From an optimization exercise on the open Yosys and OpenROAD flow, aimed at small area and a short achievable clock period; shortcuts taken in it are not production practice. RTL that was checked went through simulation tests only; none was proved equivalent to the original.

// cordic_sin_cos
module cordic_sin_cos(clk, rst, target_angle, x_res, y_res);
==> flow/config.mk <==
export PLATFORM = sky130hd
export DESIGN_NAME = cordic_sin_cos
export DESIGN_NICKNAME = cordic_sin_cos
export VERILOG_FILES = /design/flow/design.v
export SDC_FILE = /design/flow/constraint.sdc
export NUM_CORES = 4
export LEC_CHECK = 0
export ABC_AREA = 1
export CAP_MARGIN = 60
export CORE_MARGIN = 2
export CORE_UTILIZATION = 40
export SLEW_MARGIN = 60
==> flow/constraint.sdc <==
create_clock -name core_clock -period 35.0 [get_ports {clk}]
set_input_delay 7.0000 -clock core_clock [delete_from_list [all_inputs] [get_ports {clk}]]
set_output_delay 7.0000 -clock core_clock [all_outputs]
set_load 0.01 [all_outputs]
run.sh (not shown) runs the stock make flow with config.mk's settings and CLKGATE_MAP_FILE= SYNTH_SCRIPT=/design/flow/synth_recipe.tcl, a recipe that flattens the netlist after the stock synthesis.
The baseline finished with timing, DRC and antenna clean.
Change:
Settings changed: SYNTH_HIERARCHICAL set to 1.
=>
- worst setup slack gains 1900 ps
- area after synthesis climbs by 2.0%
- routed wire length fell by 2.7%
- final area does not change

* * *

cordic_sin_cos, a different RTL version from the one above (not shown whole).
Size in the first run: ~2100 cells after synthesis, about 62 I/O pins, about 12000 um2 of cells after synthesis.
Settings: LEC_CHECK=0, ABC_AREA=1, CAP_MARGIN=70, CORE_MARGIN=2, CORE_UTILIZATION=40, SLEW_MARGIN=70, SYNTH_HIERARCHICAL=1; clock period 35.0 ns.
Next try:
Settings changed: CAP_MARGIN 70 to 60, CORE_UTILIZATION 40 to 55, SLEW_MARGIN 70 to 60.
Effect:
- The changed run completed with no timing, DRC or antenna violations
- worst setup slack loses 0.48 ns
- clock-buffer cell count is higher by 1
- sequential share of layout area went up by 0.15 points
- global-route usage increases by 7.9 points
- final area falls by a few percent
- die area fell by a quarter to a third
- final cell count is lower by a few percent
- via count rose slightly
- non-clock buffer count drops by 9
Next try:
Settings changed: CAP_MARGIN 60 to 20, CORE_UTILIZATION 55 to 40, SLEW_MARGIN 60 to 20.
What happened: The changed run passed the timing, DRC and antenna checks; via count shrinks by about 1.6%; cell area grows by 0.80%; critical path depth shrinks by 2.

* * *

== run 1 ==
Another version of the RTL of cordic_sin_cos (not shown whole).
For scale: roughly 1800 cells after synthesis.
Design cordic_sin_cos, start of the top module:
module cordic_sin_cos(clk, rst, target_angle, x_res, y_res);
export LEC_CHECK = 0
export ABC_AREA = 1
export CAP_MARGIN = 85
export CORE_MARGIN = 2
export CORE_UTILIZATION = 40
export SLEW_MARGIN = 85
create_clock -name core_clock -period 35.0 [get_ports {clk}]
> inputs changed (run 1 -> run 2)
- CAP_MARGIN: 85 -> 60
- SLEW_MARGIN: 85 -> 60
==> comparison <==
Changes observed in run 2 relative to run 1: wire length of the first global-routing pass has decreased; non-clock buffer count has decreased; routed wire length has decreased.
Met1 routing resource usage after global routing (run 2 over run 1): decrease, 0.68 points
Per the comparison of run 2 with run 1, area fraction in and, or, nand and nor cells after synthesis level, final area shrank by 26%.
Going from run 1 to run 2, the post-route worst hold slack was found to have gone up by 0.12 ns.
Changes in run 3 relative to run 2:
- changing CAP_MARGIN from 60 to 20
- changing SLEW_MARGIN from 60 to 20
Notes after the runs:
Worst-case setup margin in the final layout (higher): run 2
Comparing run 3 and run 2, total wire length after detailed routing is higher on run 3.
### run 3 -> run 4
- CORE_UTILIZATION now 70, was 40
- CAP_MARGIN now 60, was 20
- SLEW_MARGIN now 60, was 20
- PLACE_DENSITY now 0.85, previously not set
The run showing the greater global-route met3 utilization is run 4. Changes observed in run 4 relative to run 3: sequential share of layout area saw little to no change, delay of the slowest cell on the worst path saw a decrease. Sort run 4 and run 3 by layout overhead on the synthesized area, ascending, and run 4 comes first.

* * *

== branch onyx ==
cordic_sin_cos, a different RTL version from the one above (not shown whole).
For scale: ~34 flip-flops.
make LEC_CHECK=0 CAP_MARGIN=20 CORE_MARGIN=2 CORE_UTILIZATION=40 SLEW_MARGIN=20 finish   # period 35.0 ns
branch onyx completed; timing, DRC and antenna clean
Relative to branch onyx, the following input files were edited for branch quartz:
# branch onyx
export LEC_CHECK = 0
export CAP_MARGIN = 20
export CORE_MARGIN = 2
export CORE_UTILIZATION = 40
export SLEW_MARGIN = 20
create_clock -name core_clock -period 35.0 [get_ports {clk}]
# branch quartz
export LEC_CHECK = 0
export ABC_AREA = 1
export CAP_MARGIN = 20
export CORE_MARGIN = 2
export CORE_UTILIZATION = 60
export SLEW_MARGIN = 20
create_clock -name core_clock -period 35.0 [get_ports {clk}]
Looking at global-route usage, branch quartz sits 7.1 points above branch onyx.
Diff branch onyx -> branch quartz: net count of the finished layout went up, hold slack higher.
No functional check of the RTL was part of any run of this note.

==> what the ideal ports hide <==
In the flow no input, the clock included, has a driving cell. The finished layouts below were timed again as built, in two steps. Step 1 sets driving cells, clkbuf_16 on the clock port and buf_2 on the other inputs (assumed; they add their load-dependent delay and slew). Step 2 times the ports against the registers' clock, not the clock port: input delays grow and output delays shrink by t, the midpoint of the rising clock arrivals with the driver on. a / b / c = ideal / step 1 / step 2; a / b = the first two.
run | shift t [ns] | setup slack, ns | cell pins on the clock port's net
the first run of note 1 | 0.306 | 11.077 / 11.085 / 10.779 | 1
the second run of note 1 | 0.307 | 12.954 / 12.961 / 12.654 | 1
the first run of note 2 | 0.298 | 14.645 / 14.648 / 14.350 | 1
the second run of note 2 | 0.297 | 14.164 / 14.170 / 13.873 | 1
the third run of note 2 | 0.298 | 13.928 / 13.933 / 13.635 | 1
run 1 | 0.307 | 11.628 / 11.641 / 11.333 | 1
run 2 | 0.310 | 11.663 / 11.672 / 11.362 | 1
run 3 | 0.317 | 11.049 / 11.058 / 10.741 | 1
run 4 | 0.321 | 11.097 / 11.114 / 10.793 | 1
branch onyx | 0.315 | 8.655 / 8.671 / 8.356 | 1
branch quartz | 0.322 | 11.630 / 11.647 / 11.325 | 1
After both steps setup and hold are still met in every run listed. The setup slack of run 3, which loses most, moves by +0.009 ns with the drivers and by -0.308 ns with both steps.
